What follows belongs to an exercise in optimizing a design on an open flow for small area and a short achievable clock period; a production flow would make more cautious choices. No functional check of the RTL was part of any run shown here.

### flow/config.mk
export PLATFORM = sky130hd
export DESIGN_NAME = cordic_stage
export DESIGN_NICKNAME = cordic_stage
export VERILOG_FILES = /design/flow/design.v
export SDC_FILE = /design/flow/constraint.sdc
export NUM_CORES = 4
export LEC_CHECK = 0
export CAP_MARGIN = 20
export CORE_MARGIN = 2
export CORE_UTILIZATION = 40
export SETUP_SLACK_MARGIN = 0.5
export SLEW_MARGIN = 20
export SYNTH_HIERARCHICAL = 1
export SYNTH_MINIMUM_KEEP_SIZE = 0
### flow/constraint.sdc
create_clock -name core_clock -period 3.65 [get_ports {clk}]
set_input_delay 0.7300 -clock core_clock [delete_from_list [all_inputs] [get_ports {clk}]]
set_output_delay 0.7300 -clock core_clock [all_outputs]
set_load 0.01 [all_outputs]
### flow/design.v
`timescale 1ns / 1ps
module cordic_stage (clk, reset, X_i, Y_i, Z_i, X_O, Y_O, Z_O);
  input clk;
  input reset;
  input  signed [15:0] X_i;
  input  signed [15:0] Y_i;
  input  signed [15:0] Z_i;
  output signed [15:0] X_O;
  output signed [15:0] Y_O;
  output signed [15:0] Z_O;
  reg [16*15-1:0] ws;
  reg [16*15-1:0] vs;
  reg [14:0] q;
  reg [14:0] n;
  reg signed [13:0] z1;
  reg signed [13:0] z2;
  reg signed [12:0] z3;
  reg signed [11:0] z4;
  reg signed [10:0] z5;
  reg signed [9:0]  z6;
  reg signed [8:0]  z7;
  reg signed [7:0]  z8;
  reg signed [6:0]  z9;
  reg signed [5:0]  z10;
  reg signed [4:0]  z11;
  reg signed [3:0]  z12;
  reg signed [2:0]  z13;
  reg signed [1:0]  z14;
  reg               z15;
  reg               zo;
  reg [15:0] xo, yo;
  wire qi = Z_i[15] ^ Z_i[14];
  always @(posedge clk) begin
    ws[15:0] <= X_i ^ {16{qi}};
    vs[15:0] <= Y_i ^ {16{Z_i[15]}};
    q[0]     <= qi;
    n[0]     <= Z_i[14];
    z1       <= {~Z_i[13], Z_i[12:0]};
  end
  wire [13:0] dnext = {z14[1], z13[2], z12[3], z11[4], z10[5], z9[6], z8[7],
                       z7[8], z6[9], z5[10], z4[11], z3[12], z2[13], z1[13]};
  genvar j;
  generate
    for (j = 0; j < 14; j = j + 1) begin : it
      wire [15:0] wn, vn;
      cordic_step #(.J(j), .INV(1)) xu (.a(ws[16*j +: 16]), .b(vs[16*j +: 16]),
                                        .cin(~n[j] ^ q[j]), .flip(1'b0), .o(wn));
      cordic_step #(.J(j), .INV(0)) yu (.a(vs[16*j +: 16]), .b(ws[16*j +: 16]),
                                        .cin(q[j]), .flip(n[j] ^ (j < 13 ? dnext[j] : 1'b0)),
                                        .o(vn));
      always @(posedge clk) begin
        ws[16*(j+1) +: 16] <= wn;
        vs[16*(j+1) +: 16] <= vn;
        n[j+1]             <= dnext[j];
        q[j+1]             <= q[j];
      end
    end
  endgenerate
  wire signed [13:0] z2n;
  wire signed [12:0] z3n;
  wire signed [11:0] z4n;
  wire signed [10:0] z5n;
  wire signed [9:0]  z6n;
  wire signed [8:0]  z7n;
  wire signed [7:0]  z8n;
  wire signed [6:0]  z9n;
  wire signed [5:0]  z10n;
  wire signed [4:0]  z11n;
  wire signed [3:0]  z12n;
  wire signed [2:0]  z13n;
  wire signed [1:0]  z14n;
  cordic_zstep #(.WI(14), .WO(14), .A(4836)) zs1  (.z(z1),  .o(z2n));
  cordic_zstep #(.WI(14), .WO(13), .A(2555)) zs2  (.z(z2),  .o(z3n));
  cordic_zstep #(.WI(13), .WO(12), .A(1297)) zs3  (.z(z3),  .o(z4n));
  cordic_zstep #(.WI(12), .WO(11), .A(651))  zs4  (.z(z4),  .o(z5n));
  cordic_zstep #(.WI(11), .WO(10), .A(326))  zs5  (.z(z5),  .o(z6n));
  cordic_zstep #(.WI(10), .WO(9),  .A(163))  zs6  (.z(z6),  .o(z7n));
  cordic_zstep #(.WI(9),  .WO(8),  .A(81))   zs7  (.z(z7),  .o(z8n));
  cordic_zstep #(.WI(8),  .WO(7),  .A(41))   zs8  (.z(z8),  .o(z9n));
  cordic_zstep #(.WI(7),  .WO(6),  .A(20))   zs9  (.z(z9),  .o(z10n));
  cordic_zstep #(.WI(6),  .WO(5),  .A(10))   zs10 (.z(z10), .o(z11n));
  cordic_zstep #(.WI(5),  .WO(4),  .A(5))    zs11 (.z(z11), .o(z12n));
  cordic_zstep #(.WI(4),  .WO(3),  .A(3))    zs12 (.z(z12), .o(z13n));
  cordic_zstep #(.WI(3),  .WO(2),  .A(1))    zs13 (.z(z13), .o(z14n));
  always @(posedge clk) begin
    z2  <= z2n;
    z3  <= z3n;
    z4  <= z4n;
    z5  <= z5n;
    z6  <= z6n;
    z7  <= z7n;
    z8  <= z8n;
    z9  <= z9n;
    z10 <= z10n;
    z11 <= z11n;
    z12 <= z12n;
    z13 <= z13n;
    z14 <= z14n;
    z15 <= ~z14[0];     
    zo  <= z15;
  end
  wire [15:0] xo_n, yo_n;
  cordic_last last (.w(ws[16*14 +: 16]), .v(vs[16*14 +: 16]), .d14(n[14]), .d15(z15),
                    .q(q[14]), .xo(xo_n), .yo(yo_n));
  always @(posedge clk) begin
    xo <= xo_n;
    yo <= yo_n;
  end
  assign X_O = xo;
  assign Y_O = yo;
  assign Z_O = {16{zo}};
endmodule
module cordic_step (a, b, cin, flip, o);
  parameter J = 0;
  parameter INV = 0;
  localparam L = 16 - J;
  input  [15:0] a;
  input  [15:0] b;
  input         cin;
  input         flip;
  output [15:0] o;
  wire [L-1:0] bb = b[15:J] ^ {L{INV[0]}};
  wire [L-1:0] p  = a[L-1:0] ^ bb;
  wire [L-1:0] g  = a[L-1:0] & bb;
  reg  [L:0]   c;
  reg  [L-1:0] gg, pp, gn, pn;
  integer i, d;
  always @(*) begin
    gg = {g[L-1:1], g[0] | (p[0] & cin)};
    pp = p;
    for (d = 1; d < L; d = d * 2) begin
      gn = gg; pn = pp;
      for (i = d; i < L; i = i + 1) begin
        gn[i] = gg[i] | (pp[i] & gg[i-d]);
        pn[i] = pp[i] & pp[i-d];
      end
      gg = gn; pp = pn;
    end
    c = {gg, cin};
  end
  assign o[L-1:0] = p ^ c[L-1:0] ^ {L{flip}};
  generate
    if (J > 0) begin : hi
      wire s   = b[15] ^ INV[0];
      wire inc = c[L] & ~s;
      wire dec = ~c[L] & s;
      reg  [15:L] oh;
      reg         ones, zeros;
      integer k;
      always @(*) begin
        ones = 1'b1; zeros = 1'b1;
        for (k = L; k < 16; k = k + 1) begin
          oh[k] = a[k] ^ flip ^ (inc & ones) ^ (dec & zeros);
          ones  = ones & a[k];
          zeros = zeros & ~a[k];
        end
      end
      assign o[15:L] = oh;
    end
  endgenerate
endmodule
module cordic_zstep (z, o);
  parameter WI = 14;
  parameter WO = 14;
  parameter A = 0;
  input  signed [WI-1:0] z;
  output signed [WO-1:0] o;
  wire [WI-1:0] k = A;
  wire [WI-1:0] s = z + (z[WI-1] ? k : -k);
  assign o = s[WO-1:0];
endmodule
module cordic_last (w, v, d14, d15, q, xo, yo);
  input  [15:0] w;
  input  [15:0] v;
  input         d14;       
  input         d15;       
  input         q;
  output [15:0] xo;
  output [15:0] yo;
  function [15:0] addlow;
    input [15:0] a;
    input [4:0]  lp;
    reg          ones, zeros;
    integer i;
    begin
      addlow[2:0] = lp[2:0];
      ones = 1'b1; zeros = 1'b1;
      for (i = 3; i < 16; i = i + 1) begin
        addlow[i] = a[i] ^ (lp[4] & ones) ^ (lp[3] & zeros);
        ones  = ones & a[i];
        zeros = zeros & ~a[i];
      end
    end
  endfunction
  function [1:0] sign14_tab;
    input [6:0] idx;
    begin
      case (idx)
        7'd0: sign14_tab = 2'd0;
        7'd1: sign14_tab = 2'd0;
        7'd2: sign14_tab = 2'd0;
        7'd3: sign14_tab = 2'd1;
        7'd4: sign14_tab = 2'd0;
        7'd5: sign14_tab = 2'd0;
        7'd6: sign14_tab = 2'd1;
        7'd7: sign14_tab = 2'd1;
        7'd8: sign14_tab = 2'd1;
        7'd9: sign14_tab = 2'd1;
        7'd10: sign14_tab = 2'd0;
        7'd11: sign14_tab = 2'd0;
        7'd12: sign14_tab = 2'd1;
        7'd13: sign14_tab = 2'd0;
        7'd14: sign14_tab = 2'd0;
        7'd15: sign14_tab = 2'd0;
        7'd16: sign14_tab = 2'd0;
        7'd17: sign14_tab = 2'd0;
        7'd18: sign14_tab = 2'd0;
        7'd19: sign14_tab = 2'd0;
        7'd20: sign14_tab = 2'd0;
        7'd21: sign14_tab = 2'd0;
        7'd22: sign14_tab = 2'd0;
        7'd23: sign14_tab = 2'd1;
        7'd24: sign14_tab = 2'd1;
        7'd25: sign14_tab = 2'd0;
        7'd26: sign14_tab = 2'd0;
        7'd27: sign14_tab = 2'd0;
        7'd28: sign14_tab = 2'd0;
        7'd29: sign14_tab = 2'd0;
        7'd30: sign14_tab = 2'd0;
        7'd31: sign14_tab = 2'd0;
        7'd32: sign14_tab = 2'd0;
        7'd33: sign14_tab = 2'd0;
        7'd34: sign14_tab = 2'd0;
        7'd35: sign14_tab = 2'd0;
        7'd36: sign14_tab = 2'd0;
        7'd37: sign14_tab = 2'd0;
        7'd38: sign14_tab = 2'd0;
        7'd39: sign14_tab = 2'd0;
        7'd40: sign14_tab = 2'd0;
        7'd41: sign14_tab = 2'd0;
        7'd42: sign14_tab = 2'd0;
        7'd43: sign14_tab = 2'd0;
        7'd44: sign14_tab = 2'd0;
        7'd45: sign14_tab = 2'd0;
        7'd46: sign14_tab = 2'd0;
        7'd47: sign14_tab = 2'd0;
        7'd48: sign14_tab = 2'd0;
        7'd49: sign14_tab = 2'd0;
        7'd50: sign14_tab = 2'd0;
        7'd51: sign14_tab = 2'd0;
        7'd52: sign14_tab = 2'd0;
        7'd53: sign14_tab = 2'd0;
        7'd54: sign14_tab = 2'd0;
        7'd55: sign14_tab = 2'd0;
        7'd56: sign14_tab = 2'd0;
        7'd57: sign14_tab = 2'd0;
        7'd58: sign14_tab = 2'd0;
        7'd59: sign14_tab = 2'd0;
        7'd60: sign14_tab = 2'd0;
        7'd61: sign14_tab = 2'd0;
        7'd62: sign14_tab = 2'd0;
        7'd63: sign14_tab = 2'd0;
        7'd64: sign14_tab = 2'd0;
        7'd65: sign14_tab = 2'd0;
        7'd66: sign14_tab = 2'd0;
        7'd67: sign14_tab = 2'd0;
        7'd68: sign14_tab = 2'd0;
        7'd69: sign14_tab = 2'd0;
        7'd70: sign14_tab = 2'd0;
        7'd71: sign14_tab = 2'd0;
        7'd72: sign14_tab = 2'd0;
        7'd73: sign14_tab = 2'd0;
        7'd74: sign14_tab = 2'd0;
        7'd75: sign14_tab = 2'd0;
        7'd76: sign14_tab = 2'd0;
        7'd77: sign14_tab = 2'd0;
        7'd78: sign14_tab = 2'd0;
        7'd79: sign14_tab = 2'd0;
        7'd80: sign14_tab = 2'd0;
        7'd81: sign14_tab = 2'd0;
        7'd82: sign14_tab = 2'd0;
        7'd83: sign14_tab = 2'd0;
        7'd84: sign14_tab = 2'd0;
        7'd85: sign14_tab = 2'd0;
        7'd86: sign14_tab = 2'd0;
        7'd87: sign14_tab = 2'd0;
        7'd88: sign14_tab = 2'd0;
        7'd89: sign14_tab = 2'd0;
        7'd90: sign14_tab = 2'd0;
        7'd91: sign14_tab = 2'd0;
        7'd92: sign14_tab = 2'd0;
        7'd93: sign14_tab = 2'd0;
        7'd94: sign14_tab = 2'd0;
        7'd95: sign14_tab = 2'd0;
        7'd96: sign14_tab = 2'd0;
        7'd97: sign14_tab = 2'd0;
        7'd98: sign14_tab = 2'd0;
        7'd99: sign14_tab = 2'd0;
        7'd100: sign14_tab = 2'd0;
        7'd101: sign14_tab = 2'd2;
        7'd102: sign14_tab = 2'd0;
        7'd103: sign14_tab = 2'd0;
        7'd104: sign14_tab = 2'd0;
        7'd105: sign14_tab = 2'd0;
        7'd106: sign14_tab = 2'd2;
        7'd107: sign14_tab = 2'd0;
        7'd108: sign14_tab = 2'd0;
        7'd109: sign14_tab = 2'd0;
        7'd110: sign14_tab = 2'd0;
        7'd111: sign14_tab = 2'd0;
        7'd112: sign14_tab = 2'd0;
        7'd113: sign14_tab = 2'd2;
        7'd114: sign14_tab = 2'd0;
        7'd115: sign14_tab = 2'd0;
        7'd116: sign14_tab = 2'd2;
        7'd117: sign14_tab = 2'd2;
        7'd118: sign14_tab = 2'd0;
        7'd119: sign14_tab = 2'd0;
        7'd120: sign14_tab = 2'd0;
        7'd121: sign14_tab = 2'd0;
        7'd122: sign14_tab = 2'd2;
        7'd123: sign14_tab = 2'd2;
        7'd124: sign14_tab = 2'd0;
        7'd125: sign14_tab = 2'd0;
        7'd126: sign14_tab = 2'd2;
        7'd127: sign14_tab = 2'd0;
        default: sign14_tab = 2'd0;
      endcase
    end
  endfunction
  function [4:0] last_tab0;
    input [7:0] idx;
    begin
      case (idx)
        8'd0: last_tab0 = 5'd0;
        8'd1: last_tab0 = 5'd3;
        8'd2: last_tab0 = 5'd0;
        8'd3: last_tab0 = 5'd1;
        8'd4: last_tab0 = 5'd0;
        8'd5: last_tab0 = 5'd1;
        8'd6: last_tab0 = 5'd0;
        8'd7: last_tab0 = 5'd15;
        8'd8: last_tab0 = 5'd1;
        8'd9: last_tab0 = 5'd4;
        8'd10: last_tab0 = 5'd1;
        8'd11: last_tab0 = 5'd2;
        8'd12: last_tab0 = 5'd15;
        8'd13: last_tab0 = 5'd0;
        8'd14: last_tab0 = 5'd15;
        8'd15: last_tab0 = 5'd14;
        8'd16: last_tab0 = 5'd14;
        8'd17: last_tab0 = 5'd1;
        8'd18: last_tab0 = 5'd14;
        8'd19: last_tab0 = 5'd15;
        8'd20: last_tab0 = 5'd2;
        8'd21: last_tab0 = 5'd3;
        8'd22: last_tab0 = 5'd2;
        8'd23: last_tab0 = 5'd1;
        8'd24: last_tab0 = 5'd15;
        8'd25: last_tab0 = 5'd2;
        8'd26: last_tab0 = 5'd15;
        8'd27: last_tab0 = 5'd0;
        8'd28: last_tab0 = 5'd1;
        8'd29: last_tab0 = 5'd2;
        8'd30: last_tab0 = 5'd1;
        8'd31: last_tab0 = 5'd0;
        8'd32: last_tab0 = 5'd1;
        8'd33: last_tab0 = 5'd4;
        8'd34: last_tab0 = 5'd1;
        8'd35: last_tab0 = 5'd2;
        8'd36: last_tab0 = 5'd1;
        8'd37: last_tab0 = 5'd2;
        8'd38: last_tab0 = 5'd1;
        8'd39: last_tab0 = 5'd0;
        8'd40: last_tab0 = 5'd2;
        8'd41: last_tab0 = 5'd5;
        8'd42: last_tab0 = 5'd2;
        8'd43: last_tab0 = 5'd3;
        8'd44: last_tab0 = 5'd0;
        8'd45: last_tab0 = 5'd1;
        8'd46: last_tab0 = 5'd0;
        8'd47: last_tab0 = 5'd15;
        8'd48: last_tab0 = 5'd15;
        8'd49: last_tab0 = 5'd2;
        8'd50: last_tab0 = 5'd15;
        8'd51: last_tab0 = 5'd0;
        8'd52: last_tab0 = 5'd3;
        8'd53: last_tab0 = 5'd4;
        8'd54: last_tab0 = 5'd3;
        8'd55: last_tab0 = 5'd2;
        8'd56: last_tab0 = 5'd0;
        8'd57: last_tab0 = 5'd3;
        8'd58: last_tab0 = 5'd0;
        8'd59: last_tab0 = 5'd1;
        8'd60: last_tab0 = 5'd2;
        8'd61: last_tab0 = 5'd3;
        8'd62: last_tab0 = 5'd2;
        8'd63: last_tab0 = 5'd1;
        8'd64: last_tab0 = 5'd2;
        8'd65: last_tab0 = 5'd5;
        8'd66: last_tab0 = 5'd2;
        8'd67: last_tab0 = 5'd3;
        8'd68: last_tab0 = 5'd2;
        8'd69: last_tab0 = 5'd3;
        8'd70: last_tab0 = 5'd2;
        8'd71: last_tab0 = 5'd1;
        8'd72: last_tab0 = 5'd3;
        8'd73: last_tab0 = 5'd6;
        8'd74: last_tab0 = 5'd3;
        8'd75: last_tab0 = 5'd4;
        8'd76: last_tab0 = 5'd1;
        8'd77: last_tab0 = 5'd2;
        8'd78: last_tab0 = 5'd1;
        8'd79: last_tab0 = 5'd0;
        8'd80: last_tab0 = 5'd0;
        8'd81: last_tab0 = 5'd3;
        8'd82: last_tab0 = 5'd0;
        8'd83: last_tab0 = 5'd1;
        8'd84: last_tab0 = 5'd4;
        8'd85: last_tab0 = 5'd5;
        8'd86: last_tab0 = 5'd4;
        8'd87: last_tab0 = 5'd3;
        8'd88: last_tab0 = 5'd1;
        8'd89: last_tab0 = 5'd4;
        8'd90: last_tab0 = 5'd1;
        8'd91: last_tab0 = 5'd2;
        8'd92: last_tab0 = 5'd3;
        8'd93: last_tab0 = 5'd4;
        8'd94: last_tab0 = 5'd3;
        8'd95: last_tab0 = 5'd2;
        8'd96: last_tab0 = 5'd3;
        8'd97: last_tab0 = 5'd6;
        8'd98: last_tab0 = 5'd3;
        8'd99: last_tab0 = 5'd4;
        8'd100: last_tab0 = 5'd3;
        8'd101: last_tab0 = 5'd4;
        8'd102: last_tab0 = 5'd3;
        8'd103: last_tab0 = 5'd2;
        8'd104: last_tab0 = 5'd4;
        8'd105: last_tab0 = 5'd7;
        8'd106: last_tab0 = 5'd4;
        8'd107: last_tab0 = 5'd5;
        8'd108: last_tab0 = 5'd2;
        8'd109: last_tab0 = 5'd3;
        8'd110: last_tab0 = 5'd2;
        8'd111: last_tab0 = 5'd1;
        8'd112: last_tab0 = 5'd1;
        8'd113: last_tab0 = 5'd4;
        8'd114: last_tab0 = 5'd1;
        8'd115: last_tab0 = 5'd2;
        8'd116: last_tab0 = 5'd5;
        8'd117: last_tab0 = 5'd6;
        8'd118: last_tab0 = 5'd5;
        8'd119: last_tab0 = 5'd4;
        8'd120: last_tab0 = 5'd2;
        8'd121: last_tab0 = 5'd5;
        8'd122: last_tab0 = 5'd2;
        8'd123: last_tab0 = 5'd3;
        8'd124: last_tab0 = 5'd4;
        8'd125: last_tab0 = 5'd5;
        8'd126: last_tab0 = 5'd4;
        8'd127: last_tab0 = 5'd3;
        8'd128: last_tab0 = 5'd4;
        8'd129: last_tab0 = 5'd7;
        8'd130: last_tab0 = 5'd4;
        8'd131: last_tab0 = 5'd5;
        8'd132: last_tab0 = 5'd4;
        8'd133: last_tab0 = 5'd5;
        8'd134: last_tab0 = 5'd4;
        8'd135: last_tab0 = 5'd3;
        8'd136: last_tab0 = 5'd5;
        8'd137: last_tab0 = 5'd16;
        8'd138: last_tab0 = 5'd5;
        8'd139: last_tab0 = 5'd6;
        8'd140: last_tab0 = 5'd3;
        8'd141: last_tab0 = 5'd4;
        8'd142: last_tab0 = 5'd3;
        8'd143: last_tab0 = 5'd2;
        8'd144: last_tab0 = 5'd2;
        8'd145: last_tab0 = 5'd5;
        8'd146: last_tab0 = 5'd2;
        8'd147: last_tab0 = 5'd3;
        8'd148: last_tab0 = 5'd6;
        8'd149: last_tab0 = 5'd7;
        8'd150: last_tab0 = 5'd6;
        8'd151: last_tab0 = 5'd5;
        8'd152: last_tab0 = 5'd3;
        8'd153: last_tab0 = 5'd6;
        8'd154: last_tab0 = 5'd3;
        8'd155: last_tab0 = 5'd4;
        8'd156: last_tab0 = 5'd5;
        8'd157: last_tab0 = 5'd6;
        8'd158: last_tab0 = 5'd5;
        8'd159: last_tab0 = 5'd4;
        8'd160: last_tab0 = 5'd5;
        8'd161: last_tab0 = 5'd16;
        8'd162: last_tab0 = 5'd5;
        8'd163: last_tab0 = 5'd6;
        8'd164: last_tab0 = 5'd5;
        8'd165: last_tab0 = 5'd6;
        8'd166: last_tab0 = 5'd5;
        8'd167: last_tab0 = 5'd4;
        8'd168: last_tab0 = 5'd6;
        8'd169: last_tab0 = 5'd17;
        8'd170: last_tab0 = 5'd6;
        8'd171: last_tab0 = 5'd7;
        8'd172: last_tab0 = 5'd4;
        8'd173: last_tab0 = 5'd5;
        8'd174: last_tab0 = 5'd4;
        8'd175: last_tab0 = 5'd3;
        8'd176: last_tab0 = 5'd3;
        8'd177: last_tab0 = 5'd6;
        8'd178: last_tab0 = 5'd3;
        8'd179: last_tab0 = 5'd4;
        8'd180: last_tab0 = 5'd7;
        8'd181: last_tab0 = 5'd16;
        8'd182: last_tab0 = 5'd7;
        8'd183: last_tab0 = 5'd6;
        8'd184: last_tab0 = 5'd4;
        8'd185: last_tab0 = 5'd7;
        8'd186: last_tab0 = 5'd4;
        8'd187: last_tab0 = 5'd5;
        8'd188: last_tab0 = 5'd6;
        8'd189: last_tab0 = 5'd7;
        8'd190: last_tab0 = 5'd6;
        8'd191: last_tab0 = 5'd5;
        8'd192: last_tab0 = 5'd6;
        8'd193: last_tab0 = 5'd17;
        8'd194: last_tab0 = 5'd6;
        8'd195: last_tab0 = 5'd7;
        8'd196: last_tab0 = 5'd6;
        8'd197: last_tab0 = 5'd7;
        8'd198: last_tab0 = 5'd6;
        8'd199: last_tab0 = 5'd5;
        8'd200: last_tab0 = 5'd7;
        8'd201: last_tab0 = 5'd18;
        8'd202: last_tab0 = 5'd7;
        8'd203: last_tab0 = 5'd16;
        8'd204: last_tab0 = 5'd5;
        8'd205: last_tab0 = 5'd6;
        8'd206: last_tab0 = 5'd5;
        8'd207: last_tab0 = 5'd4;
        8'd208: last_tab0 = 5'd4;
        8'd209: last_tab0 = 5'd7;
        8'd210: last_tab0 = 5'd4;
        8'd211: last_tab0 = 5'd5;
        8'd212: last_tab0 = 5'd16;
        8'd213: last_tab0 = 5'd17;
        8'd214: last_tab0 = 5'd16;
        8'd215: last_tab0 = 5'd7;
        8'd216: last_tab0 = 5'd5;
        8'd217: last_tab0 = 5'd16;
        8'd218: last_tab0 = 5'd5;
        8'd219: last_tab0 = 5'd6;
        8'd220: last_tab0 = 5'd7;
        8'd221: last_tab0 = 5'd16;
        8'd222: last_tab0 = 5'd7;
        8'd223: last_tab0 = 5'd6;
        8'd224: last_tab0 = 5'd7;
        8'd225: last_tab0 = 5'd18;
        8'd226: last_tab0 = 5'd7;
        8'd227: last_tab0 = 5'd16;
        8'd228: last_tab0 = 5'd7;
        8'd229: last_tab0 = 5'd16;
        8'd230: last_tab0 = 5'd7;
        8'd231: last_tab0 = 5'd6;
        8'd232: last_tab0 = 5'd16;
        8'd233: last_tab0 = 5'd19;
        8'd234: last_tab0 = 5'd16;
        8'd235: last_tab0 = 5'd17;
        8'd236: last_tab0 = 5'd6;
        8'd237: last_tab0 = 5'd7;
        8'd238: last_tab0 = 5'd6;
        8'd239: last_tab0 = 5'd5;
        8'd240: last_tab0 = 5'd5;
        8'd241: last_tab0 = 5'd16;
        8'd242: last_tab0 = 5'd5;
        8'd243: last_tab0 = 5'd6;
        8'd244: last_tab0 = 5'd17;
        8'd245: last_tab0 = 5'd18;
        8'd246: last_tab0 = 5'd17;
        8'd247: last_tab0 = 5'd16;
        8'd248: last_tab0 = 5'd6;
        8'd249: last_tab0 = 5'd17;
        8'd250: last_tab0 = 5'd6;
        8'd251: last_tab0 = 5'd7;
        8'd252: last_tab0 = 5'd16;
        8'd253: last_tab0 = 5'd17;
        8'd254: last_tab0 = 5'd16;
        8'd255: last_tab0 = 5'd7;
        default: last_tab0 = 5'd0;
      endcase
    end
  endfunction
  function [4:0] last_tab1;
    input [7:0] idx;
    begin
      case (idx)
        8'd0: last_tab1 = 5'd15;
        8'd1: last_tab1 = 5'd2;
        8'd2: last_tab1 = 5'd1;
        8'd3: last_tab1 = 5'd2;
        8'd4: last_tab1 = 5'd15;
        8'd5: last_tab1 = 5'd0;
        8'd6: last_tab1 = 5'd1;
        8'd7: last_tab1 = 5'd0;
        8'd8: last_tab1 = 5'd0;
        8'd9: last_tab1 = 5'd3;
        8'd10: last_tab1 = 5'd2;
        8'd11: last_tab1 = 5'd3;
        8'd12: last_tab1 = 5'd14;
        8'd13: last_tab1 = 5'd15;
        8'd14: last_tab1 = 5'd0;
        8'd15: last_tab1 = 5'd15;
        8'd16: last_tab1 = 5'd13;
        8'd17: last_tab1 = 5'd0;
        8'd18: last_tab1 = 5'd15;
        8'd19: last_tab1 = 5'd0;
        8'd20: last_tab1 = 5'd1;
        8'd21: last_tab1 = 5'd2;
        8'd22: last_tab1 = 5'd3;
        8'd23: last_tab1 = 5'd2;
        8'd24: last_tab1 = 5'd14;
        8'd25: last_tab1 = 5'd1;
        8'd26: last_tab1 = 5'd0;
        8'd27: last_tab1 = 5'd1;
        8'd28: last_tab1 = 5'd0;
        8'd29: last_tab1 = 5'd1;
        8'd30: last_tab1 = 5'd2;
        8'd31: last_tab1 = 5'd1;
        8'd32: last_tab1 = 5'd0;
        8'd33: last_tab1 = 5'd3;
        8'd34: last_tab1 = 5'd2;
        8'd35: last_tab1 = 5'd3;
        8'd36: last_tab1 = 5'd0;
        8'd37: last_tab1 = 5'd1;
        8'd38: last_tab1 = 5'd2;
        8'd39: last_tab1 = 5'd1;
        8'd40: last_tab1 = 5'd1;
        8'd41: last_tab1 = 5'd4;
        8'd42: last_tab1 = 5'd3;
        8'd43: last_tab1 = 5'd4;
        8'd44: last_tab1 = 5'd15;
        8'd45: last_tab1 = 5'd0;
        8'd46: last_tab1 = 5'd1;
        8'd47: last_tab1 = 5'd0;
        8'd48: last_tab1 = 5'd14;
        8'd49: last_tab1 = 5'd1;
        8'd50: last_tab1 = 5'd0;
        8'd51: last_tab1 = 5'd1;
        8'd52: last_tab1 = 5'd2;
        8'd53: last_tab1 = 5'd3;
        8'd54: last_tab1 = 5'd4;
        8'd55: last_tab1 = 5'd3;
        8'd56: last_tab1 = 5'd15;
        8'd57: last_tab1 = 5'd2;
        8'd58: last_tab1 = 5'd1;
        8'd59: last_tab1 = 5'd2;
        8'd60: last_tab1 = 5'd1;
        8'd61: last_tab1 = 5'd2;
        8'd62: last_tab1 = 5'd3;
        8'd63: last_tab1 = 5'd2;
        8'd64: last_tab1 = 5'd1;
        8'd65: last_tab1 = 5'd4;
        8'd66: last_tab1 = 5'd3;
        8'd67: last_tab1 = 5'd4;
        8'd68: last_tab1 = 5'd1;
        8'd69: last_tab1 = 5'd2;
        8'd70: last_tab1 = 5'd3;
        8'd71: last_tab1 = 5'd2;
        8'd72: last_tab1 = 5'd2;
        8'd73: last_tab1 = 5'd5;
        8'd74: last_tab1 = 5'd4;
        8'd75: last_tab1 = 5'd5;
        8'd76: last_tab1 = 5'd0;
        8'd77: last_tab1 = 5'd1;
        8'd78: last_tab1 = 5'd2;
        8'd79: last_tab1 = 5'd1;
        8'd80: last_tab1 = 5'd15;
        8'd81: last_tab1 = 5'd2;
        8'd82: last_tab1 = 5'd1;
        8'd83: last_tab1 = 5'd2;
        8'd84: last_tab1 = 5'd3;
        8'd85: last_tab1 = 5'd4;
        8'd86: last_tab1 = 5'd5;
        8'd87: last_tab1 = 5'd4;
        8'd88: last_tab1 = 5'd0;
        8'd89: last_tab1 = 5'd3;
        8'd90: last_tab1 = 5'd2;
        8'd91: last_tab1 = 5'd3;
        8'd92: last_tab1 = 5'd2;
        8'd93: last_tab1 = 5'd3;
        8'd94: last_tab1 = 5'd4;
        8'd95: last_tab1 = 5'd3;
        8'd96: last_tab1 = 5'd2;
        8'd97: last_tab1 = 5'd5;
        8'd98: last_tab1 = 5'd4;
        8'd99: last_tab1 = 5'd5;
        8'd100: last_tab1 = 5'd2;
        8'd101: last_tab1 = 5'd3;
        8'd102: last_tab1 = 5'd4;
        8'd103: last_tab1 = 5'd3;
        8'd104: last_tab1 = 5'd3;
        8'd105: last_tab1 = 5'd6;
        8'd106: last_tab1 = 5'd5;
        8'd107: last_tab1 = 5'd6;
        8'd108: last_tab1 = 5'd1;
        8'd109: last_tab1 = 5'd2;
        8'd110: last_tab1 = 5'd3;
        8'd111: last_tab1 = 5'd2;
        8'd112: last_tab1 = 5'd0;
        8'd113: last_tab1 = 5'd3;
        8'd114: last_tab1 = 5'd2;
        8'd115: last_tab1 = 5'd3;
        8'd116: last_tab1 = 5'd4;
        8'd117: last_tab1 = 5'd5;
        8'd118: last_tab1 = 5'd6;
        8'd119: last_tab1 = 5'd5;
        8'd120: last_tab1 = 5'd1;
        8'd121: last_tab1 = 5'd4;
        8'd122: last_tab1 = 5'd3;
        8'd123: last_tab1 = 5'd4;
        8'd124: last_tab1 = 5'd3;
        8'd125: last_tab1 = 5'd4;
        8'd126: last_tab1 = 5'd5;
        8'd127: last_tab1 = 5'd4;
        8'd128: last_tab1 = 5'd3;
        8'd129: last_tab1 = 5'd6;
        8'd130: last_tab1 = 5'd5;
        8'd131: last_tab1 = 5'd6;
        8'd132: last_tab1 = 5'd3;
        8'd133: last_tab1 = 5'd4;
        8'd134: last_tab1 = 5'd5;
        8'd135: last_tab1 = 5'd4;
        8'd136: last_tab1 = 5'd4;
        8'd137: last_tab1 = 5'd7;
        8'd138: last_tab1 = 5'd6;
        8'd139: last_tab1 = 5'd7;
        8'd140: last_tab1 = 5'd2;
        8'd141: last_tab1 = 5'd3;
        8'd142: last_tab1 = 5'd4;
        8'd143: last_tab1 = 5'd3;
        8'd144: last_tab1 = 5'd1;
        8'd145: last_tab1 = 5'd4;
        8'd146: last_tab1 = 5'd3;
        8'd147: last_tab1 = 5'd4;
        8'd148: last_tab1 = 5'd5;
        8'd149: last_tab1 = 5'd6;
        8'd150: last_tab1 = 5'd7;
        8'd151: last_tab1 = 5'd6;
        8'd152: last_tab1 = 5'd2;
        8'd153: last_tab1 = 5'd5;
        8'd154: last_tab1 = 5'd4;
        8'd155: last_tab1 = 5'd5;
        8'd156: last_tab1 = 5'd4;
        8'd157: last_tab1 = 5'd5;
        8'd158: last_tab1 = 5'd6;
        8'd159: last_tab1 = 5'd5;
        8'd160: last_tab1 = 5'd4;
        8'd161: last_tab1 = 5'd7;
        8'd162: last_tab1 = 5'd6;
        8'd163: last_tab1 = 5'd7;
        8'd164: last_tab1 = 5'd4;
        8'd165: last_tab1 = 5'd5;
        8'd166: last_tab1 = 5'd6;
        8'd167: last_tab1 = 5'd5;
        8'd168: last_tab1 = 5'd5;
        8'd169: last_tab1 = 5'd16;
        8'd170: last_tab1 = 5'd7;
        8'd171: last_tab1 = 5'd16;
        8'd172: last_tab1 = 5'd3;
        8'd173: last_tab1 = 5'd4;
        8'd174: last_tab1 = 5'd5;
        8'd175: last_tab1 = 5'd4;
        8'd176: last_tab1 = 5'd2;
        8'd177: last_tab1 = 5'd5;
        8'd178: last_tab1 = 5'd4;
        8'd179: last_tab1 = 5'd5;
        8'd180: last_tab1 = 5'd6;
        8'd181: last_tab1 = 5'd7;
        8'd182: last_tab1 = 5'd16;
        8'd183: last_tab1 = 5'd7;
        8'd184: last_tab1 = 5'd3;
        8'd185: last_tab1 = 5'd6;
        8'd186: last_tab1 = 5'd5;
        8'd187: last_tab1 = 5'd6;
        8'd188: last_tab1 = 5'd5;
        8'd189: last_tab1 = 5'd6;
        8'd190: last_tab1 = 5'd7;
        8'd191: last_tab1 = 5'd6;
        8'd192: last_tab1 = 5'd5;
        8'd193: last_tab1 = 5'd16;
        8'd194: last_tab1 = 5'd7;
        8'd195: last_tab1 = 5'd16;
        8'd196: last_tab1 = 5'd5;
        8'd197: last_tab1 = 5'd6;
        8'd198: last_tab1 = 5'd7;
        8'd199: last_tab1 = 5'd6;
        8'd200: last_tab1 = 5'd6;
        8'd201: last_tab1 = 5'd17;
        8'd202: last_tab1 = 5'd16;
        8'd203: last_tab1 = 5'd17;
        8'd204: last_tab1 = 5'd4;
        8'd205: last_tab1 = 5'd5;
        8'd206: last_tab1 = 5'd6;
        8'd207: last_tab1 = 5'd5;
        8'd208: last_tab1 = 5'd3;
        8'd209: last_tab1 = 5'd6;
        8'd210: last_tab1 = 5'd5;
        8'd211: last_tab1 = 5'd6;
        8'd212: last_tab1 = 5'd7;
        8'd213: last_tab1 = 5'd16;
        8'd214: last_tab1 = 5'd17;
        8'd215: last_tab1 = 5'd16;
        8'd216: last_tab1 = 5'd4;
        8'd217: last_tab1 = 5'd7;
        8'd218: last_tab1 = 5'd6;
        8'd219: last_tab1 = 5'd7;
        8'd220: last_tab1 = 5'd6;
        8'd221: last_tab1 = 5'd7;
        8'd222: last_tab1 = 5'd16;
        8'd223: last_tab1 = 5'd7;
        8'd224: last_tab1 = 5'd6;
        8'd225: last_tab1 = 5'd17;
        8'd226: last_tab1 = 5'd16;
        8'd227: last_tab1 = 5'd17;
        8'd228: last_tab1 = 5'd6;
        8'd229: last_tab1 = 5'd7;
        8'd230: last_tab1 = 5'd16;
        8'd231: last_tab1 = 5'd7;
        8'd232: last_tab1 = 5'd7;
        8'd233: last_tab1 = 5'd18;
        8'd234: last_tab1 = 5'd17;
        8'd235: last_tab1 = 5'd18;
        8'd236: last_tab1 = 5'd5;
        8'd237: last_tab1 = 5'd6;
        8'd238: last_tab1 = 5'd7;
        8'd239: last_tab1 = 5'd6;
        8'd240: last_tab1 = 5'd4;
        8'd241: last_tab1 = 5'd7;
        8'd242: last_tab1 = 5'd6;
        8'd243: last_tab1 = 5'd7;
        8'd244: last_tab1 = 5'd16;
        8'd245: last_tab1 = 5'd17;
        8'd246: last_tab1 = 5'd18;
        8'd247: last_tab1 = 5'd17;
        8'd248: last_tab1 = 5'd5;
        8'd249: last_tab1 = 5'd16;
        8'd250: last_tab1 = 5'd7;
        8'd251: last_tab1 = 5'd16;
        8'd252: last_tab1 = 5'd7;
        8'd253: last_tab1 = 5'd16;
        8'd254: last_tab1 = 5'd17;
        8'd255: last_tab1 = 5'd16;
        default: last_tab1 = 5'd0;
      endcase
    end
  endfunction
  function signbit;
    input [15:0] a;
    input [1:0]  id;
    begin
      signbit = a[15] ^ (id[1] & (&a[14:3])) ^ (id[0] & ~(|a[14:3]));
    end
  endfunction
  wire       w15s = signbit(w, sign14_tab({w[2:0], v[15:14], ~d14, q}));
  wire       v15s = signbit(v, sign14_tab({v[2:0], w[15:14], d14, q}));
  wire [7:0] ix   = {w[2:0], v[15:14], ~d14, ~d15, q};
  wire [7:0] iy   = {v[2:0], w[15:14], d14, d15, q};
  assign xo = addlow(w, v15s ? last_tab1(ix) : last_tab0(ix));
  assign yo = addlow(v, w15s ? last_tab1(iy) : last_tab0(iy));
endmodule
### flow/run.sh
#!/bin/bash
# synth_recipe.tcl (not shown) runs the flow's synth.tcl, then flattens the netlist and writes it again
# the make line also repeats each setting of config.mk as NAME=value (left out here)
make -C /OpenROAD-flow-scripts/flow DESIGN_CONFIG=/design/flow/config.mk WORK_HOME=/design/flow/orfs CLKGATE_MAP_FILE= SYNTH_SCRIPT=/design/flow/synth_recipe.tcl finish
==> run_summary.xml, run 1 <==
<?xml version="1.0" encoding="UTF-8"?>
<metrics>
  <group name="run_status">
    <metric name="status" unit="">finished clean</metric>
  </group>
  <group name="synth">
    <metric name="synth-seq-area-share" unit="%">31.2</metric>
    <metric name="ys_async_sr_fraction" unit="%">0</metric>
    <metric name="yosys_warnings" unit="">36</metric>
    <metric name="post-synth-top-area-fraction" unit="%">31.2</metric>
    <metric name="post_synth_inst_count" unit="">4444</metric>
    <metric name="synth-main-ff-cell" unit="">dfxtp_1</metric>
    <metric name="netlist_area" unit="um2">42400</metric>
    <metric name="syn-mean-instance-area" unit="um2">9.55</metric>
    <metric name="synth_compound_gate_area_share" unit="%">15.1</metric>
    <metric name="synth-adder-area-share" unit="%">12.6</metric>
    <metric name="ys_ff_latch" unit="">662</metric>
    <metric name="synthXorXnorAreaFrac" unit="%">21.7</metric>
    <metric name="synth_top_family_by_area" unit="">XOR/XNOR gates</metric>
    <metric name="yosysTopAreaCell" unit="">dfxtp_1</metric>
    <metric name="synth_cell_type_count" unit="">150</metric>
    <metric name="synth.mux.area_fraction" unit="%">2.13</metric>
    <metric name="ys_top_cells_by_area" unit="">dfxtp_1 (31%), xnor2_1 (14%), ha_1 (9.3%), xor2_1 (6.7%), fa_1 (3.2%)</metric>
    <metric name="synthSimpleGateAreaFrac" unit="%">12.5</metric>
    <metric name="number_of_enable_type_register_cells_in_the_synthesized_netlist" unit="">0</metric>
  </group>
  <group name="clock_network">
    <metric name="clk_pin_slew" unit="ns">0.06</metric>
    <metric name="clock_latency" unit="ns">0.64</metric>
    <metric name="postCtsHoldBufs" unit="">0</metric>
    <metric name="htreeDepth" unit="">3</metric>
    <metric name="cts_inserted_buffers" unit="">78</metric>
    <metric name="clockRootBuffer" unit="">clkbuf_16</metric>
    <metric name="tritoncts_clock_tree" unit="">built</metric>
    <metric name="clock_path_buffers" unit="">3</metric>
    <metric name="clock_sink_count" unit="">662</metric>
  </group>
  <group name="critical_path">
    <metric name="critical_path.n_buffers_inverters" unit="">0</metric>
    <metric name="cp_cell_sequence" unit="">or3_4 &gt; or4_1 &gt; nor3_2 &gt; o2bb2ai_2 &gt; xor2_4 &gt; mux2_2 &gt; and2_1 &gt; ha_1 &gt; xor2_1 &gt; xnor2_1</metric>
    <metric name="critical_path_required" unit="ns">4.17</metric>
    <metric name="worst_setup_path_start_kind" unit="">flip-flop</metric>
    <metric name="cp_max_stage_cell" unit="">or4_1</metric>
    <metric name="ff2ff_setup_slack" unit="ns">0.63</metric>
    <metric name="critical_path.max_fanout" unit="">7</metric>
    <metric name="critPathArrivalTime" unit="ns">3.54</metric>
    <metric name="reg2regPathDepth" unit="">10</metric>
    <metric name="path_delay_family" unit="">simple AND/OR/NAND/NOR gates</metric>
    <metric name="cp_slowest_stage_delay" unit="ns">0.45</metric>
    <metric name="r2r_end" unit="">xo[4]</metric>
    <metric name="cp-end-kind" unit="">flip-flop</metric>
    <metric name="crit-reg2reg-launch" unit="">vs[228]</metric>
    <metric name="critical_path_class" unit="">reg -&gt; reg</metric>
  </group>
  <group name="global_routing">
    <metric name="grt_util_met1" unit="%">20.2</metric>
    <metric name="largest_net_degree_at_the_start_of_global_routing" unit="">34</metric>
    <metric name="grt.met2_usage" unit="%">32.0</metric>
    <metric name="grt_pass1_vias" unit="">29767</metric>
    <metric name="first_pass_grt_wire_length" unit="um">153000</metric>
    <metric name="groute.layer.met3.usage" unit="%">2.10</metric>
    <metric name="grt-ovfl-total" unit="">0</metric>
    <metric name="grt_most_used_layer" unit="">met2</metric>
    <metric name="global_route.usage.total" unit="%">17.2</metric>
    <metric name="antenna_found_initial" unit="">3</metric>
  </group>
  <group name="sta">
    <metric name="max_freq" unit="GHz">0.331</metric>
    <metric name="finalSetupViolCount" unit="">0</metric>
    <metric name="timing.final.crit_period" unit="ns">3.02</metric>
    <metric name="unrepaired_setup_endpoints_after_global_routing" unit="">yes</metric>
    <metric name="slew-limit-headroom" unit="%">26.6</metric>
    <metric name="fin_crit_sh" unit="%">82.8</metric>
    <metric name="hold_ws" unit="ns">0.325</metric>
    <metric name="setup_total_negative_slack" unit="ns">0</metric>
    <metric name="final-max-slew-violation-count" unit="">0</metric>
    <metric name="timing.final.hold_violations" unit="">0</metric>
    <metric name="max_slew.worst_pin.slew" unit="ns">1.10</metric>
    <metric name="timing.clock.skew" unit="ns">0.0213</metric>
  </group>
  <group name="detailed_routing">
    <metric name="drt_iter0_drc" unit="">1369</metric>
    <metric name="firstDrtPassIters" unit="">5</metric>
    <metric name="drt_wl_total" unit="um">92600</metric>
    <metric name="wl_per_cell" unit="um">15.5</metric>
    <metric name="vias" unit="">29917</metric>
    <metric name="drc" unit="">0</metric>
    <metric name="vias_per_cell" unit="">5.00</metric>
    <metric name="final_antenna_net_count" unit="">0</metric>
  </group>
  <group name="floorplanning">
    <metric name="die_area" unit="um2">109000</metric>
    <metric name="core" unit="um2">105000</metric>
    <metric name="dieWidth" unit="um">330</metric>
    <metric name="initial_utilization" unit="%">40.3</metric>
    <metric name="die_height" unit="um">330</metric>
    <metric name="design.portCount" unit="">98</metric>
    <metric name="rows" unit="">119</metric>
  </group>
  <group name="min_path">
    <metric name="holdPathStages" unit="">0</metric>
    <metric name="hold_path.startpoint" unit="">z10[0]</metric>
    <metric name="worst_hold_path_type" unit="">reg -&gt; reg</metric>
    <metric name="min_to" unit="">z11[0]</metric>
  </group>
  <group name="placed_design">
    <metric name="dpl.hpwl" unit="um">73300</metric>
    <metric name="io_buffer_count" unit="">96</metric>
    <metric name="routabilityCongestion" unit="">0.839</metric>
    <metric name="placed_cell_area" unit="um2">44700</metric>
    <metric name="placed_cells_incl_taps" unit="">5842</metric>
  </group>
  <group name="layout">
    <metric name="filler_cell_count" unit="">10007</metric>
    <metric name="layout.cells.most_common_list" unit="">xnor2_1 (672), dfxtp_1 (661), xor2_1 (314), ha_1 (314), inv_1 (289)</metric>
    <metric name="layout-drive-gt1-share" unit="%">9.21</metric>
    <metric name="final_area" unit="um2">47400</metric>
    <metric name="final_net_count" unit="">4968</metric>
    <metric name="fin_cells" unit="">5987</metric>
    <metric name="final_util" unit="%">45.1</metric>
    <metric name="area_delta_synth_final" unit="%">11.8</metric>
    <metric name="layout_commonest_cell" unit="">xnor2_1</metric>
  </group>
  <group name="job">
    <metric name="max_cap_violations" unit="">0</metric>
  </group>
</metrics>
[worst reg2reg max path: cells and delay by family, from the launching register on]
kind | cells | cell delay [ns]
adders and majority gates | 1 | 0.18
and+or+nand+nor | 4 | 1.24
AOI/OAI and AO/OA | 1 | 0.22
xor gates and xnor gates | 3 | 0.49
DFF | 1 | 0.34
muxes | 1 | 0.43
[Yosys stat by module, one instance, submodules excluded, excerpt]
| module | cells inside | flip-flops and latches | times used | area, um2 |
|---|---|---|---|---|
| cordic_stage | 747 | 662 | 1 | 14200 |
| cordic_last | 421 | 0 | 1 | 2690 |
[final cells by class]
| type | instances | area [um2] | share of cell area, % |
|---|---|---|---|
| antenna | 2 | 5.00 | 0.0105 |
| clock buffer | 108 | 2230 | 4.69 |
| clock inverter | 33 | 399 | 0.841 |
| inverter | 296 | 1110 | 2.34 |
| multi-input combinational | 3354 | 27400 | 57.8 |
| sequential | 662 | 13300 | 27.9 |
| tap | 1391 | 1740 | 3.67 |
| timing repair buffer | 141 | 1300 | 2.75 |
[logic make-up after synthesis]
group,Yosys count
flip-flops,662
XOR/XNOR,1020
multiplexers,87
other,1
buffers and inverters,441
adder cells (fa/ha/maj),387
AO/OA/AOI/OAI,875
AND/OR/NAND/NOR,971
[metal layers]
metal / part of all wire (%) / up-vias
met3: 2.6 / 134
met5: 0 / -
met2: 51 / 416
li1: - / 15466
met1: 43 / 13901
met4: 2.7 / 0
[registers in the layout, indices dropped and copies added, names as in the netlist, 3 cells and up]
signal and cells:
vs 240, ws 240, xo 16, yo 16, n 15, q 15, z1 14, z2 14
z3 13, z4 12, z5 11, z6 10, z7 9, z8 8, z9 7, z10 6
z11 5, z12 4, z13 3
[Yosys cell counts, drive strengths merged, types with 46 or more instances]
cell    number
nand2      221
inv        291
xnor2      674
ha         317
nand2b      46
nor2b       50
a31oi       47
o21ai      162
dfxtp      662
a21o        68
nor2       214
clkbuf      46
nor3        88
a21oi      258
fa          68
mux2i       80
nand3       90
buf         99
xor2       328
[repair_timing]
item,4_1_cts,5_1_grt
buffers inserted,1,1
pin swaps,0,3
resized for setup,1,13
gates cloned,0,0
endpoints found under the setup margin,5,18
hold endpoints to repair,0,0
[per-stage QoR]
stage / setup WS, ns
2_1_floorplan: 0.547
3_3_place_gp: 0.456
3_5_place_dp: 0.453
4_1_cts: 0.521
5_1_grt: 0.478
6_report: 0.630
[worst max path at each step]
stage | start | to | cells past startpoint
floorplan | z15 | yo[4] | 15
global placement | vs[228] | xo[4] | 10
detailed placement | vs[228] | xo[4] | 10
CTS | ws[232] | yo[4] | 10
global route | n[14] | yo[15] | 11
finish | vs[228] | xo[4] | 10
==> run 2: changes to the inputs <==
--- a/flow/config.mk
+++ b/flow/config.mk
@@ -8,7 +8,6 @@
 export CAP_MARGIN = 20
 export CORE_MARGIN = 2
 export CORE_UTILIZATION = 40
-export SETUP_SLACK_MARGIN = 0.5
 export SLEW_MARGIN = 20
 export SYNTH_HIERARCHICAL = 1
 export SYNTH_MINIMUM_KEEP_SIZE = 0
==> run_summary.xml, run 2 <==
<?xml version="1.0" encoding="UTF-8"?>
<metrics>
  <group name="synth">
    <metric name="ys_top_cells_by_area" unit="">dfxtp_1 (31%), xnor2_1 (14%), ha_1 (9.3%), xor2_1 (6.7%), fa_1 (3.2%)</metric>
    <metric name="syn-mean-instance-area" unit="um2">9.55</metric>
    <metric name="number_of_enable_type_register_cells_in_the_synthesized_netlist" unit="">0</metric>
    <metric name="yosys_warnings" unit="">36</metric>
    <metric name="post-synth-top-area-fraction" unit="%">31.2</metric>
    <metric name="synth_cell_type_count" unit="">150</metric>
    <metric name="post_synth_inst_count" unit="">4444</metric>
    <metric name="yosysTopAreaCell" unit="">dfxtp_1</metric>
    <metric name="ys_ff_latch" unit="">662</metric>
    <metric name="synth_top_cells_by_count" unit="">xnor2_1 (673), dfxtp_1 (662), xor2_1 (327)</metric>
    <metric name="synth-main-ff-cell" unit="">dfxtp_1</metric>
    <metric name="yosys.cell_count.top_type" unit="">xnor2_1</metric>
    <metric name="netlist_area" unit="um2">42400</metric>
    <metric name="ys_async_sr_fraction" unit="%">0</metric>
    <metric name="synth-seq-area-share" unit="%">31.2</metric>
  </group>
  <group name="critical_path">
    <metric name="critical_path_class" unit="">reg -&gt; reg</metric>
    <metric name="critPathArrivalTime" unit="ns">3.72</metric>
    <metric name="critical_path_required" unit="ns">4.18</metric>
    <metric name="worst_setup_path_start_kind" unit="">flip-flop</metric>
    <metric name="reg2regPathDepth" unit="">10</metric>
    <metric name="ff2ff_setup_slack" unit="ns">0.46</metric>
    <metric name="critical_path.max_fanout" unit="">10</metric>
    <metric name="r2r_end" unit="">xo[4]</metric>
    <metric name="cp-end-kind" unit="">flip-flop</metric>
    <metric name="crit-reg2reg-launch" unit="">vs[228]</metric>
  </group>
  <group name="layout">
    <metric name="area_delta_synth_final" unit="%">11.9</metric>
    <metric name="filler_cell_count" unit="">10022</metric>
    <metric name="multi_input_area" unit="um2">27400</metric>
    <metric name="layout_top_registers" unit="">vs (240), ws (240)</metric>
    <metric name="layout-drive-gt1-share" unit="%">8.87</metric>
    <metric name="sequential_cell_area" unit="um2">13300</metric>
    <metric name="layout_commonest_cell" unit="">xnor2_1</metric>
    <metric name="layout.cells.most_common_list" unit="">xnor2_1 (673), dfxtp_1 (662), ha_1 (317)</metric>
    <metric name="final_area" unit="um2">47500</metric>
    <metric name="final_net_count" unit="">4966</metric>
  </group>
  <group name="clock_network">
    <metric name="cts_setup_buffers" unit="">0</metric>
    <metric name="postCtsHoldBufs" unit="">0</metric>
    <metric name="clk_pin_slew" unit="ns">0.06</metric>
    <metric name="cts_inserted_buffers" unit="">79</metric>
    <metric name="clock_path_buffers" unit="">3</metric>
    <metric name="post_cts.resized_instances" unit="">0</metric>
    <metric name="clock_sink_count" unit="">662</metric>
    <metric name="clockRootBuffer" unit="">clkbuf_16</metric>
    <metric name="htreeDepth" unit="">3</metric>
    <metric name="clock_latency" unit="ns">0.65</metric>
    <metric name="tritoncts_clock_tree" unit="">built</metric>
  </group>
  <group name="floorplanning">
    <metric name="rows" unit="">119</metric>
    <metric name="die_height" unit="um">330</metric>
    <metric name="design.portCount" unit="">98</metric>
    <metric name="die_area" unit="um2">109000</metric>
    <metric name="initial_utilization" unit="%">40.3</metric>
    <metric name="dieWidth" unit="um">330</metric>
    <metric name="core" unit="um2">105000</metric>
  </group>
  <group name="sta">
    <metric name="fin_crit_sh" unit="%">87.4</metric>
    <metric name="timing.final.crit_period" unit="ns">3.19</metric>
    <metric name="finalSetupViolCount" unit="">0</metric>
    <metric name="max_freq" unit="GHz">0.314</metric>
    <metric name="unrepaired_setup_endpoints_after_global_routing" unit="">no</metric>
    <metric name="final-max-slew-violation-count" unit="">0</metric>
    <metric name="timing.final.hold_violations" unit="">0</metric>
    <metric name="max_slew.worst_pin.slew" unit="ns">1.09</metric>
    <metric name="setup_total_negative_slack" unit="ns">0</metric>
    <metric name="timing.clock.skew" unit="ns">0.0255</metric>
    <metric name="slew-limit-headroom" unit="%">27.6</metric>
  </group>
  <group name="placed_design">
    <metric name="io_buffer_count" unit="">96</metric>
    <metric name="placed_cell_area" unit="um2">44700</metric>
    <metric name="routabilityCongestion" unit="">0.845</metric>
    <metric name="dpl.hpwl" unit="um">73600</metric>
  </group>
  <group name="global_routing">
    <metric name="antenna_found_initial" unit="">2</metric>
    <metric name="grt_pass1_vias" unit="">29692</metric>
    <metric name="grt-ovfl-total" unit="">0</metric>
    <metric name="first_pass_grt_wire_length" unit="um">152000</metric>
    <metric name="largest_net_degree_at_the_start_of_global_routing" unit="">34</metric>
    <metric name="global_route.usage.total" unit="%">17.1</metric>
  </group>
  <group name="detailed_routing">
    <metric name="drc" unit="">0</metric>
    <metric name="vias" unit="">29803</metric>
    <metric name="vias_per_cell" unit="">4.98</metric>
    <metric name="final_antenna_net_count" unit="">0</metric>
    <metric name="drt_iter0_drc" unit="">1285</metric>
    <metric name="wl_per_cell" unit="um">15.4</metric>
    <metric name="drt_wl_total" unit="um">92400</metric>
    <metric name="firstDrtPassIters" unit="">5</metric>
  </group>
  <group name="min_path">
    <metric name="min_to" unit="">z2[0]</metric>
    <metric name="worst_hold_path_type" unit="">reg -&gt; reg</metric>
    <metric name="hold_path.startpoint" unit="">z1[0]</metric>
    <metric name="holdPathStages" unit="">0</metric>
  </group>
  <group name="job">
    <metric name="max_cap_violations" unit="">0</metric>
  </group>
  <group name="run_status">
    <metric name="status" unit="">finished clean</metric>
  </group>
</metrics>
==> run 2: cell counts after synthesis <==
Identical to the previous run, type by type.
==> run 2: Yosys stat by module (local to each module, per instance), a selection <==
module / times used / flops+latches / area [um2] / cells inside
cordic_last: 1 / 0 / 2690 / 421
cordic_stage: 1 / 662 / 14200 / 747
==> run 2: final cells by class <==
class	instances	share of cell area [%]
clock buffer	106	4.65
sequential	662	27.9
inverter	296	2.34
antenna	1	0.00527
tap	1391	3.66
clock inverter	34	1.13
timing repair buffer	138	2.71
multi-input combinational	3354	57.6
==> run 2: layer usage <==
metal  vias up  global-route usage (%)  share of wire [%]  wire length, um
li1      15442                       -                  -                -
met1     13839                    19.7                 43            39700
met3       139                    2.32                2.5             2320
met5         -                       0                  0                0
met2       383                    32.2                 52            47800
met4         0                    5.37                2.8             2580
==> run 2: critical path, cell delays in order, from the launching register on <==
cell and delay [ns]:
dfxtp_1 0.35, or3_4 0.41, or4_1 0.46, nor3_2 0.24, o2bb2ai_2 0.23, xor2_4 0.32
mux2_2 0.44, and2_1 0.18, ha_1 0.18, xor2_1 0.15, xnor2_1 0.13
==> run 2: per-stage QoR <==
| stage | hold WS [ns] | worst slack, ns | util, % | cells |
|---|---|---|---|---|
| detailed placement | 0.312 | 0.459 | 42.5 | 5841 |
| global placement | 0.311 | 0.463 | 42.5 | 5841 |
| global route | 0.333 | 0.255 | 45.1 | 5982 |
| finish | 0.325 | 0.461 | 45.1 | 5982 |
| CTS | 0.326 | 0.461 | 45.1 | 5981 |
| floorplan | 0.310 | 0.457 | - | 4457 |
==> run 2: worst max path at each step <==
stage / startpoint / end / depth (start not counted)
after CTS: vs[228] / xo[4] / 10
after global placement: vs[228] / xo[4] / 10
after global routing: n[14] / xo[4] / 11
after floorplan: z15 / yo[4] / 15
after detailed placement: vs[228] / xo[4] / 10
final: vs[228] / xo[4] / 10
==> run 2: kinds of logic after synthesis <==
family | after synthesis | share of synthesized area, %
XOR/XNOR | 1020 | 21.7
multiplexers | 87 | 2.13
AND/OR/NAND/NOR | 971 | 12.5
AO/OA/AOI/OAI | 875 | 15.1
buffers and inverters | 441 | 4.74
adder cells (fa/ha/maj) | 387 | 12.6
flip-flops | 662 | 31.2
other | 1 | 0.00883

-- separate check: timing with driven ports --
How much do the figures lean on ideal ports? The routed layouts below were timed once more, with nothing changed but the port constraints.
Step 1 assumes that a clkbuf_16 drives the clock port and a buf_2 every other input.
Step 2, shift: input delay + t, output delay - t, t = (earliest + latest rising clock arrival at the registers) / 2. This alone moves slack from input paths to output paths.
a / b / c = ideal ports / drivers / drivers and shift; a / b = the first two.
run | shift t [ns] | setup slack, ns | worst setup path at the end | worst data-port slew with drivers (ns) | cell pins on the clock port's net
run 1 | 0.693 | 0.630 / 0.630 / 0.630 | register to register | 0.13 | 1
run 2 | 0.698 | 0.461 / 0.461 / 0.461 | register to register | 0.12 | 1
After both steps every run listed still meets setup and hold.
